Source: an optimization exercise on an open RTL-to-GDS flow (aim: small area). Production flows keep margins and buffers that such runs may drop.
The clock port is modelled as an ideal driver, which makes a skipped or thinned clock tree look cheaper than it is; a real chip needs a root buffer or a tree.
Power figures rest on the tool's default switching activity, not on a simulated workload.

== P ==
==> flow/design.v (excerpt) <==
module SecuritySystem (
    input wire clk,
    input wire rst_n,                             
    input wire multipurpose_button, mode_change,  
    input wire [3:0] passcode_in,
    input wire echo,
    output wire trig,
    output wire buzzer, police_led,
    output wire [2:0] alarm_leds,
    output wire [41:0] display
);
export LEC_CHECK = 0
export CAP_MARGIN = 20
export CORE_MARGIN = 2
export CORE_UTILIZATION = 40
export SLEW_MARGIN = 20
create_clock -name core_clock -period 25.0 [get_ports {clk}]
standard.sh (not shown) runs the stock make flow with config.mk's settings and CLKGATE_MAP_FILE= SYNTH_SCRIPT=/design/flow/synth_recipe.tcl, a recipe that flattens the netlist after the stock synthesis.
==> flow/flow/run.sh <==
#!/bin/bash
# The standard layout (standard.sh) with these changes:
#  - synthesis (flow/my_synth.tcl) maps the logic with a portfolio of area-oriented
#    ABC scripts (flow/abc/*.abc and &deepsyn scripts written below), run in four
#    parallel synthesis runs, and keeps the smallest result; no adder extraction.
#    Everything before ABC is the standard synthesis, so the registers are its own;
#  - port buffers are sky130_fd_sc_hd__buf_1;
#  - CTS without dummy loads; then the CTS tree is replaced by a two-level tree
#    (one root buffer, a few clkbuf_8 leaves, flow/ctree.tcl) when its estimated
#    clock-pin slew stays under 110 ps; otherwise the CTS tree is kept.
set -euo pipefail
HERE=$(pwd)
export BUFFER_PORTS_ARGS="-buffer_cell sky130_fd_sc_hd__buf_1"
export CTS_ARGS="-sink_clustering_enable -repair_clock_nets -dont_use_dummy_load -buf_list sky130_fd_sc_hd__clkbuf_8 -sink_clustering_size 50 -sink_clustering_max_diameter 150"
export PLATFORM_DIR=$FLOW_HOME/platforms/$FLOW_PLATFORM
RR=results/$FLOW_PLATFORM/SecuritySystem/base
mkdir -p abc_scripts
for S in 1 2 3 4 5 6 7 8 9 10 11 12; do
  printf '%s\n' strash "&get -n" "&deepsyn -S $S -T 30" "&put" "dch -f" "amap -m" mfs2 strash "dch -f" amap topo > abc_scripts/ds${S}_a.abc
  printf '%s\n' strash "&get -n" "&deepsyn -S $S -T 30" "&put" "dch -f" amap mfs2 strash "dch -f" "amap -m" mfs2 strash "dch -f" amap topo > abc_scripts/ds${S}_b.abc
done
cp flow/abc/*.abc abc_scripts/
ALL=($(ls $HERE/abc_scripts/*.abc))
pids=()
for g in 0 1 2 3; do
  list=""
  for ((i=g; i<${#ALL[@]}; i+=4)); do list="$list ${ALL[$i]}"; done
  sed -e "s#SYNTH_SCRIPT=[^ ]*#SYNTH_SCRIPT=$HERE/flow/my_synth.tcl#" -e "s#WORK_HOME=[^ ]*#WORK_HOME=$HERE/orfs_g$g#" standard.sh > synth_g$g.sh
  grep -q "WORK_HOME=$HERE/orfs_g$g " synth_g$g.sh
  FLOW_ABC_SCRIPTS="$list" bash synth_g$g.sh synth > synth_g$g.log 2>&1 &
  pids+=($!)
done
for p in "${pids[@]}"; do wait $p || true; done
best=""; bestarea=""
for g in 0 1 2 3; do
  f=$HERE/orfs_g$g/$RR/1_2_yosys.v
  [ -f $HERE/orfs_g$g/$RR/1_synth.odb ] || continue
  # registers are paired with the standard synthesis by name: skip a result
  # with an anonymous register name
  if grep -qE 'sky130_fd_sc_hd__\w*df\w* _[0-9]+_ ' $f; then continue; fi
  a=$(grep -h "ABC best" $HERE/orfs_g$g/logs/$FLOW_PLATFORM/SecuritySystem/base/1_2_yosys.log | awk '{print $NF}')
  if [ -z "$best" ] || python3 -c "import sys; sys.exit(0 if float('$a') < float('$bestarea') else 1)"; then best=$g; bestarea=$a; fi
done
if [ -n "$best" ]; then
  echo "synthesis: area portfolio, group $best, ABC area $bestarea" > synth_choice.log
  mv $HERE/orfs_g$best $HERE/orfs
  sed "s#SYNTH_SCRIPT=[^ ]*#SYNTH_SCRIPT=$HERE/flow/my_synth.tcl#" standard.sh > my_standard.sh
else
  echo "synthesis: standard" > synth_choice.log
  cp standard.sh my_standard.sh
fi
R=$HERE/orfs/$RR
bash my_standard.sh cts > flow_to_cts.log 2>&1
cp $R/4_cts.odb ctree_in.odb
chosen=""
for cfg in "5 sky130_fd_sc_hd__clkbuf_8 sky130_fd_sc_hd__clkbuf_2" "6 sky130_fd_sc_hd__clkbuf_8 sky130_fd_sc_hd__clkbuf_2" "7 sky130_fd_sc_hd__clkbuf_8 sky130_fd_sc_hd__clkbuf_2"; do
  set -- $cfg
  rm -f ctree_out.odb
  if IN_ODB=ctree_in.odb IN_SDC=$R/4_cts.sdc OUT_ODB=ctree_out.odb NBUF=$1 BUFM=$2 ROOT=$3 SLACKN=0 \
       openroad -no_init -exit flow/ctree.tcl > ctree_$1.log 2>&1 && [ -f ctree_out.odb ]; then
    s=$(grep "RESULT worst clock pin slew" ctree_$1.log | awk '{print $NF}')
    if [ -n "$s" ] && python3 -c "import sys; sys.exit(0 if float('$s') < 0.110 else 1)"; then chosen=$1; break; fi
  fi
done
echo "clock tree: ${chosen:-CTS}" > ctree_choice.log
if [ -n "$chosen" ]; then
  cp ctree_out.odb $R/4_1_cts.odb
  cp ctree_out.odb $R/4_cts.odb
  touch $R/4_cts.sdc
fi
bash my_standard.sh finish > flow_finish.log 2>&1
Other scripts of this flow, unchanged in this note and not shown: flow/flow/abc/a4.abc, flow/flow/abc/c2.abc, flow/flow/abc/c3.abc, flow/flow/abc/d1.abc, flow/flow/abc/e2.abc, flow/flow/abc/e3.abc, flow/flow/abc/e4.abc, flow/flow/abc/e6.abc, flow/flow/ctree.tcl, flow/flow/my_synth.tcl
Here is what was changed in the inputs of Q compared with P.
-- flow/design.v --
<<< P, line 55
    always @(posedge clk) begin
        my <= ((!rst || state == IDLE) ? 15'b001101100000111 : {m[13:0], (m[14] ^ m[13]) & ~m_low0}) ^ M_P;
        ey <= ((state != WAITE1 && state != MEAS) ? 14'b00011000001100 : {e[12:0], (e[13] ^ (e[0] | e[1])) & ~e_low0}) ^ E_P;
        if (!rst) begin
            state     <= IDLE0;
>>> Q, line 55
    always @(posedge clk) begin
        my <= ((!rst || state == IDLE) ? 15'b001101100000111 : {m[13:0], (m[14] ^ m[13]) & ~m_low0}) ^ M_P;
        ey <= ((state == WAITE0) ? 14'b00011000001100 : {e[12:0], (e[13] ^ (e[0] | e[1])) & ~e_low0}) ^ E_P;
        if (!rst) begin
            state     <= IDLE0;
<<< P, line 111
            if (tick_1hz) begin
                case (alarm_state)
                    2'b00: begin
                        buz_active <= 0; police_led <= 0; led_a <= 0; led_b <= 0;
                    end
                    2'b01: begin
                        led_state <= ~led_state;
                        buz_active <= ~buz_active; police_led <= 0;
                        led_a <= led_state; led_b <= ~led_state;
                    end
                    2'b10: begin
                        buz_active <= ~buz_active; police_led <= 0; led_a <= 1; led_b <= 1;
                    end
                    2'b11: begin
                        buz_active <= ~buz_active; police_led <= ~police_led; led_a <= 0; led_b <= 0;
                    end
>>> Q, line 111
            if (tick_1hz) begin
                case (alarm_state)
                    2'b01: begin   
                        buz_active <= 0; police_led <= 0; led_a <= 0; led_b <= 0;
                    end
                    2'b10: begin   
                        led_state <= ~led_state;
                        buz_active <= ~buz_active; police_led <= 0;
                        led_a <= led_state; led_b <= ~led_state;
                    end
                    2'b11: begin   
                        buz_active <= ~buz_active; police_led <= 0; led_a <= 1; led_b <= 1;
                    end
                    2'b00: begin   
                        buz_active <= ~buz_active; police_led <= ~police_led; led_a <= 0; led_b <= 0;
                    end
<<< P, line 146
    localparam ARMA  = 2'b11;
    localparam RESET = 2'b10;
    localparam ALRMOFF = 2'b00;
    localparam ALRMON  = 2'b01;
    localparam AWAYSEQ = 2'b10;
    localparam PLCCLD  = 2'b11;
    reg [1:0] state;
    reg mode_change_q;
>>> Q, line 146
    localparam ARMA  = 2'b11;
    localparam RESET = 2'b10;
    localparam ALRMOFF = 2'b01;
    localparam ALRMON  = 2'b10;
    localparam AWAYSEQ = 2'b11;
    localparam PLCCLD  = 2'b00;
    reg [1:0] state;
    reg mode_change_q;
<<< P, line 179
            mode_change_q <= mode_change;
        end
    end
    always @(posedge clk) begin
        if (!mode_change || multipurpose_button)
            alarm_new <= (alarm_state == ALRMON) ? c_end : (alarm_state == ALRMOFF);
    end
    always @(posedge clk) begin
>>> Q, line 179
            mode_change_q <= mode_change;
        end
    end
    always @(posedge clk) begin
<<< P, line 220
                    if (alarm_new) alarm_state <= PLCCLD;
                    else if (passcode_confirmed) alarm_state <= ALRMOFF;
                end
                default: if (door_open) begin
                    alarm_state <= ALRMON;
                end
            endcase
>>> Q, line 216
                    if (alarm_new) alarm_state <= PLCCLD;
                    else if (passcode_confirmed) alarm_state <= ALRMOFF;
                    alarm_new <= c_end;
                end
                default: if (door_open) begin
                    alarm_state <= ALRMON;
                    alarm_new <= (alarm_state == ALRMOFF);
                end
            endcase
Summary: with P as the reference, final cell count in Q moved up slightly.
On final design utilization, Q tracks P almost exactly.
Q: count of cells along the worst register-to-register path lower than P
Taking P as the reference, in Q power per unit of standard cell area now sits higher, largest clock skew in the final design held, die area roughly the same, pin count of the biggest net entering global routing rose by 1.
Q against P: post-layout total power moved up, global-route wire length before repair grew by about 2%.
No run of this note included a check of the RTL's function; only the layout flow was run. No run of this note takes its clock network from TritonCTS; it comes from the design's own scripts or RTL.

[separate check: timing with driven ports]
No port has a modelled driver above. Below, the same layouts with a new extraction and two added sets of constraints. Step 1 assumes that a clkbuf_16 drives the clock port and a buf_2 every other input. Step 2, shift: input delay + t, output delay - t, t = (earliest + latest rising clock arrival at the registers) / 2. This alone moves slack from input paths to output paths. a / b / c = ideal ports / drivers / drivers and shift; a / b = the first two.
| run | shift t [ns] | slack for setup (ns) | worst setup path at the end |
|---|---|---|---|
| P | 0.518 | 14.273 / 14.248 / 14.248 | input to output |
| Q | 0.501 | 14.292 / 14.270 / 14.270 | input to output |
After both steps setup and hold are still met in every run listed. The setup slack of P, which loses most, moves by -0.025 ns with the drivers and by -0.025 ns with both steps.
